From an optimization exercise on the open Yosys and OpenROAD flow, aimed at small area; shortcuts taken in it are not production practice.
The RTL was checked by simulation tests, not by an equivalence proof against the original design.
The flow treats the clock pin as an ideal source, which a real chip does not have.
Power is estimated from default activity; no workload was simulated.

== yarrow ==
## top
module top(reset, clk, ps2clk, ps2data, hsync, vsync, red, green, blue);
	input reset, clk;
	input ps2clk, ps2data;
	output hsync, vsync;
	output [2:0] red, green, blue;
	wire tick;
	wire [9:0] Hcount;
	wire [8:0] Vcount;
	wire Venable;
	wire kstrobe;
	wire [7:0] key;
	wire pend;
	TwentyFiveMHz cl25(clk, reset, tick);
	ClearPending clr(clk, reset, pend);
	HorizontalCnt hcnt(clk, tick, pend, Hcount, Venable);
	VerticalCnt vcnt(clk, tick, pend, Venable, Vcount);
	kbd_protocol kbdp(pend, clk, tick, ps2clk, ps2data, key, kstrobe);
	vgasync vga(pend, clk, tick, Hcount, Vcount, hsync, vsync, red, green, blue, key, kstrobe);
endmodule
Size: ~610 cells after synthesis, ~15 I/O pins, ~0.0054 sq mm of cells after synthesis.
export LEC_CHECK = 0
export CAP_MARGIN = 0
export CORE_MARGIN = 2
export CORE_UTILIZATION = 60
export SLEW_MARGIN = 0
create_clock -name core_clock -period 10.0 [get_ports {clk}]
standard.sh (not shown) runs the stock make flow with config.mk's settings and CLKGATE_MAP_FILE= SYNTH_SCRIPT=/design/flow/synth_recipe.tcl, a recipe that flattens the netlist after the stock synthesis.
==> flow/flow/run.sh <==
#!/bin/bash
# Own layout flow: the standard synthesis, then its combinational logic
# re-mapped by ABC for area (flip-flops kept as they are), then the standard
# layout steps with a clock tree built without dummy loads and the port
# buffers swapped to the smallest buffer.
set -euo pipefail
W=$(pwd)
R=$W/orfs/results/$FLOW_PLATFORM/top/base
CTS="-sink_clustering_enable -repair_clock_nets -dont_use_dummy_load -buf_list sky130_fd_sc_hd__clkbuf_4"

bash standard.sh synth > $W/flow_synth.log 2>&1
cp $R/1_2_yosys.v $R/1_2_yosys_std.v
LIB=$FLOW_HOME/platforms/$FLOW_PLATFORM/lib/sky130_fd_sc_hd__tt_025C_1v80.lib \
IN=$R/1_2_yosys_std.v OUT=$R/1_2_yosys.v TOP=$FLOW_TOP \
  yosys -c $W/flow/remap.tcl > $W/flow_remap.log 2>&1
rm -f $R/1_synth.odb $R/1_synth.sdc
bash standard.sh "CTS_ARGS=$CTS" "PRE_CTS_TCL=$W/flow/portbuf.tcl" finish > $W/flow_finish.log 2>&1
Other scripts of this flow, unchanged in this note and not shown: flow/flow/portbuf.tcl, flow/flow/remap.tcl
Setup changes, yarrow to fjord
- CAP_MARGIN now 20, was 0
- CORE_UTILIZATION now 40, was 60
- SLEW_MARGIN now 20, was 0
Notes after the runs:
On cell-internal power, fjord tracks yarrow almost exactly.
On worst hold slack, fjord and yarrow are neck and neck.
The lower final period demand of the worst path of fjord and yarrow is in yarrow.
Total combinational power delta (fjord -> yarrow): insignificant
The overall track demand over capacity in global routing in fjord was lower than what yarrow gave.
Comparing fjord and yarrow, worst setup slack is higher on yarrow.
For juniper, these inputs were changed with respect to fjord:
- CAP_MARGIN now 0, was 20
- SLEW_MARGIN now 0, was 20
Findings:
juniper | stages: all done | timing, DRC, antenna: all pass
fjord -> juniper: total number of sequential cells flat
Comparing fjord against juniper, there is no change at all in max-capacitance violation count.
As far as final wirelength goes, juniper and fjord are indistinguishable; the numbers are identical.
From fjord to juniper, design area did not move at all.
Reported for fjord and juniper, count of clock-buffer cells in the layout turned out identical to the last digit.
fjord -> juniper: clock distribution area overhead in the final layout delta 0, exact match
fjord -> juniper: final critical-path required period delta 0, exact match
fjord → juniper: global-route met3 utilization saw little to no change; area of the mapped netlist saw little to no change.
Delta (juniper minus fjord): layout overhead on the synthesized area comparable; total via count in the routed design comparable.

---

The RTL this note starts from:
==> flow/design.v <==
module TwentyFiveMHz(clk, reset, en_nxt);
	input clk, reset;
	output en_nxt;
	reg [1:0] cnt;
	assign en_nxt = &cnt;
	always @(posedge clk or posedge reset)
		if (reset) cnt <= 2'd0;
		else cnt <= cnt + 2'd1;
endmodule
module ClearPending(clk, reset, pend);
	input clk, reset;
	output reg pend;
	always @(posedge clk or posedge reset)
		if (reset) pend <= 1'b1;
		else pend <= 1'b0;
endmodule
module HorizontalCnt(vga_clk, en, clr, HcntValue, VcntEnable);
	input vga_clk, en, clr;
	output reg [9:0] HcntValue;
	output VcntEnable;
	wire wrap = HcntValue[9] & HcntValue[8] & HcntValue[5];
	assign VcntEnable = wrap;
	always @(posedge vga_clk) begin
		if (clr) begin
			HcntValue <= 10'd0;
		end
		else if (en) begin
			HcntValue <= wrap ? 10'd0 : HcntValue + 10'd1;
		end
	end
endmodule
module VerticalCnt(vga_clk, en, clr, VcntEnable, VcntValue);
	input vga_clk, en, clr, VcntEnable;
	output reg [8:0] VcntValue;
	wire wrap = VcntValue[8] & VcntValue[7] & VcntValue[6] & VcntValue[0];
	always @(posedge vga_clk) begin
		if (clr) VcntValue <= 9'd0;
		else if (en & VcntEnable) VcntValue <= wrap ? 9'd0 : VcntValue + 9'd1;
	end
endmodule
module kbd_protocol(clr, clk, en, ps2clk, ps2data, key, strobe);
	input clr, clk, en, ps2clk, ps2data;
	output [7:0] key;
	output reg strobe;
	reg [3:0] st;
	wire fall = st[3];
	always @(posedge clk)
		if (clr) st <= 4'd0;
		else if (en) begin
			case (st)
				4'd0, 4'd1, 4'd2, 4'd3: st <= ps2clk ? st + 4'd1 : 4'd0;
				4'd4:                   st <= ps2clk ? 4'd4 : 4'd5;
				4'd5, 4'd6, 4'd7:       st <= ps2clk ? 4'd1 : st + 4'd1;
				default:                st <= ps2clk ? 4'd1 : 4'd0;
			endcase
		end
	reg [3:0] cnt;       
	reg [8:0] sr;        
	reg par;             
	reg f0;              
	wire last = cnt[3] & cnt[1];                
	wire shift = ~(cnt[3] & (cnt[1] | cnt[0]));  
	assign key = sr[8:1];
	always @(posedge clk)
		if (en & fall) begin
			if (shift) sr <= {ps2data, sr[8:1]};
			par <= (cnt == 4'd0) ? ps2data : par ^ ps2data;
		end
	always @(posedge clk)
		if (clr) begin
			cnt <= 4'd0;
			f0 <= 1'b0;
			strobe <= 1'b0;
		end
		else if (en) begin
			strobe <= 1'b0;
			if (fall) begin
				if (last) begin
					cnt <= 4'd0;
					if (~sr[0] & ps2data & par) begin
						if (f0) begin
							strobe <= 1'b1;
							f0 <= 1'b0;
						end
						else if (sr[8:1] == 8'hF0) f0 <= 1'b1;
					end
				end
				else cnt <= cnt + 4'd1;
			end
		end
endmodule
module vgasync(clr, clk, en, HcntValue, VcntValue, hsync, vsync, r, g, b, key, strobe);
	input clk, en, strobe, clr;
	input [7:0] key;
	input [9:0] HcntValue;
	input [8:0] VcntValue;
	output hsync, vsync;
	output [2:0] r, g, b;
	function ge10(input [9:0] x, input [9:0] k);
		integer i;
		begin
			ge10 = 1'b1;
			for (i = 0; i < 10; i = i + 1)
				ge10 = k[i] ? (x[i] & ge10) : (x[i] | ge10);
		end
	endfunction
	wire [9:0] H = HcntValue;
	wire [8:0] V = VcntValue;
	assign hsync = clr | ~(ge10(H, 10'd16) & ~ge10(H, 10'd111));
	wire h0 = (H == 10'd0);
	assign vsync = ~clr & (V[8:1] == 8'd6) & (V[0] == h0);
	wire v50 = ge10({1'b0, V}, 10'd50);
	wire v250 = ge10({1'b0, V}, 10'd250);
	wire h161 = ge10(H, 10'd161);
	wire h374 = ge10(H, 10'd374);
	wire h587 = ge10(H, 10'd587);
	wire h800 = H[9] & H[8] & H[5];
	wire row1 = ~clr & v50 & ~v250;
	wire row2 = ~clr & v250;
	wire col1 = h161 & ~h374;
	wire col2 = h374 & ~h587;
	wire col3 = h587 & ~h800;
	wire kstb = en & strobe;
	wire [3:0] hi = key[7:4], lo = key[3:0];
	wire h1 = hi == 4'h1, h2 = hi == 4'h2, h3 = hi == 4'h3, h7 = hi == 4'h7;
	wire l6 = lo == 4'h6, le = lo == 4'hE, l5 = lo == 4'h5;
	wire m1 = h1 & l6, m2 = h1 & le, m3 = h2 & l6, m4 = h2 & l5;
	wire m5 = h2 & le, m6 = h3 & l6, m0 = h7 & l6;
	wire zk = m0 | m1 | m2 | m3 | m4 | m5 | m6;
	wire kr = h2 & (lo == 4'hD), kg = h3 & (lo == 4'h4), kb = h3 & (lo == 4'h2);
	reg [2:0] zone;
	reg [1:0] tag;
	wire z0 = (zone == 3'd7);
	always @(posedge clk)
		if (clr) begin
			zone <= 3'd7;
			tag <= 2'd0;
		end
		else if (kstb) begin
			if (zk) zone <= {key[3] ^ key[6], key[4], key[5] ^ key[0]};
			tag <= z0 ? 2'd0 : {kg | kb, kr | kb};
		end
	wire blank = kstb & z0;
	wire [3:1] step = {3{kstb}} & {tag == 2'd3, tag == 2'd2, tag == 2'd1};
	wire [12:0] shown [1:6];    
	function [2:0] wcode(input integer w);
		case (w)
			1: wcode = 3'd2;    
			2: wcode = 3'd6;    
			3: wcode = 3'd1;    
			4: wcode = 3'd0;    
			5: wcode = 3'd5;    
			default: wcode = 3'd3;    
		endcase
	endfunction
	genvar w;
	generate
		for (w = 1; w <= 6; w = w + 1) begin : win
			window wn(.clk(clk), .clr(clr), .we(kstb & (zone == wcode(w))),
			          .blank(blank), .step(step), .shown(shown[w]));
		end
	endgenerate
	function [2:0] level(input [3:0] c);
		reg [2:0] m;
		begin
			case (c[2:0])
				3'b000: m = 3'd0;
				3'b101: m = 3'd1;
				3'b011: m = 3'd2;
				3'b010: m = 3'd3;
				3'b110: m = 3'd4;
				3'b100: m = 3'd5;
				3'b111: m = 3'd6;
				default: m = 3'bxxx;
			endcase
			level = c[3] ? ~m : m;
		end
	endfunction
	wire [11:0] t1 = ({12{col1 & ~shown[1][12]}} & shown[1][11:0]) |
	                 ({12{col2 & ~shown[2][12]}} & shown[2][11:0]) |
	                 ({12{col3 & ~shown[3][12]}} & shown[3][11:0]);
	wire [11:0] t2 = ({12{col1 & ~shown[4][12]}} & shown[4][11:0]) |
	                 ({12{col2 & ~shown[5][12]}} & shown[5][11:0]) |
	                 ({12{col3 & ~shown[6][12]}} & shown[6][11:0]);
	wire [11:0] s = ({12{row1}} & t1) | ({12{row2}} & t2);
	assign r = level(s[3:0]);
	assign g = level(s[7:4]);
	assign b = level(s[11:8]);
endmodule
module window(clk, clr, we, blank, step, shown);
	input clk, clr, we, blank;
	input [3:1] step;
	output [12:0] shown;
	reg [2:0] sr, sg, sb;
	reg dr, dg, db;
	reg blk;
	wire er = we & step[1];
	wire eg = we & step[2];
	wire eb = we & step[3];
	always @(posedge clk)
		if (clr) begin
			{sr, sg, sb, dr, dg, db, blk} <= 13'd0;
		end
		else begin
			if (er) begin
				sr <= {~sr[0], sr[2] ^ sr[1], ~sr[1]};
				dr <= dr ^ (sr[2] & sr[1] & sr[0]);
			end
			if (eg) begin
				sg <= {~sg[0], sg[2] ^ sg[1], ~sg[1]};
				dg <= dg ^ (sg[2] & sg[1] & sg[0]);
			end
			if (eb) begin
				sb <= {~sb[0], sb[2] ^ sb[1], ~sb[1]};
				db <= db ^ (sb[2] & sb[1] & sb[0]);
			end
			if (we) blk <= 1'b0;
			else if (blank) blk <= 1'b1;
		end
	assign shown = {blk, db, sb, dg, sg, dr, sr};
endmodule
module top(reset, clk, ps2clk, ps2data, hsync, vsync, red, green, blue);
	input reset, clk;
	input ps2clk, ps2data;
	output hsync, vsync;
	output [2:0] red, green, blue;
	wire tick;
	wire [9:0] Hcount;
	wire [8:0] Vcount;
	wire Venable;
	wire kstrobe;
	wire [7:0] key;
	wire pend;
	TwentyFiveMHz cl25(clk, reset, tick);
	ClearPending clr(clk, reset, pend);
	HorizontalCnt hcnt(clk, tick, pend, Hcount, Venable);
	VerticalCnt vcnt(clk, tick, pend, Venable, Vcount);
	kbd_protocol kbdp(pend, clk, tick, ps2clk, ps2data, key, kstrobe);
	vgasync vga(pend, clk, tick, Hcount, Vcount, hsync, vsync, red, green, blue, key, kstrobe);
endmodule
clock: 10.0 ns
lec_check: 0
cap_margin: 20
core_margin: 2
core_utilization: 40
slew_margin: 20
==> flow/flow/run.sh <==
#!/bin/bash
# Own layout flow: the standard synthesis, then its combinational logic
# re-mapped by ABC for area (flip-flops kept as they are, flow/remap.tcl),
# then the standard layout steps with the clock tree built from clkbuf_4
# without dummy loads and the port buffers swapped to the smallest buffer
# (flow/portbuf.tcl). Each tool's output goes to a flow_*.log here.
set -euo pipefail
W=$(pwd)
R=$W/orfs/results/$FLOW_PLATFORM/top/base
CTS="-sink_clustering_enable -repair_clock_nets -dont_use_dummy_load -buf_list sky130_fd_sc_hd__clkbuf_4"

bash standard.sh synth > $W/flow_synth.log 2>&1
cp $R/1_2_yosys.v $R/1_2_yosys_std.v
LIB=$FLOW_HOME/platforms/$FLOW_PLATFORM/lib/sky130_fd_sc_hd__tt_025C_1v80.lib \
IN=$R/1_2_yosys_std.v OUT=$R/1_2_yosys.v TOP=$FLOW_TOP \
  yosys -c $W/flow/remap.tcl > $W/flow_remap.log 2>&1
rm -f $R/1_synth.odb $R/1_synth.sdc
bash standard.sh "CTS_ARGS=$CTS" "PRE_CTS_TCL=$W/flow/portbuf.tcl" finish > $W/flow_finish.log 2>&1
Other scripts of this flow, unchanged in this note and not shown: flow/flow/portbuf.tcl, flow/flow/remap.tcl
==> next run, changes <==
--- a/flow/flow/run.sh
+++ b/flow/flow/run.sh
@@ -2,6 +2,5 @@
 # Own layout flow: the standard synthesis, then its combinational logic
-# re-mapped by ABC for area (flip-flops kept as they are, flow/remap.tcl),
-# then the standard layout steps with the clock tree built from clkbuf_4
-# without dummy loads and the port buffers swapped to the smallest buffer
-# (flow/portbuf.tcl). Each tool's output goes to a flow_*.log here.
+# re-mapped by ABC for area (flip-flops kept as they are), then the standard
+# layout steps with a clock tree built without dummy loads and the port
+# buffers swapped to the smallest buffer.
 set -euo pipefail
What happened: The changed run finished clean; cell area is unchanged; combinational power barely changes; setup slack stays the same; die area stays the same.

what the ideal ports hide:
Ports are ideal in the flow. The routed layouts listed here were re-timed in OpenROAD. Step 1, drivers: a clkbuf_16 drives clk and a buf_2 each remaining input, both assumed. Step 2, shift: input delay + t, output delay - t, t = (earliest + latest rising clock arrival at the registers) / 2. This alone moves slack from input paths to output paths. a / b / c = ideal / step 1 / step 2; a / b = the first two.
| run | shift t [ns] | slack for setup (ns) | cell pins on the clock port's net |
|---|---|---|---|
| yarrow | 0.526 | 4.309 / 4.276 / 4.803 | 1 |
| fjord | 0.567 | 4.203 / 4.165 / 4.732 | 1 |
| juniper | 0.567 | 4.203 / 4.165 / 4.732 | 1 |
| the first run of note 2 | 0.534 | 4.132 / 4.098 / 4.633 | 1 |
| the second run of note 2 | 0.534 | 4.132 / 4.098 / 4.633 | 1 |
After both steps setup and hold are still met in every run listed.
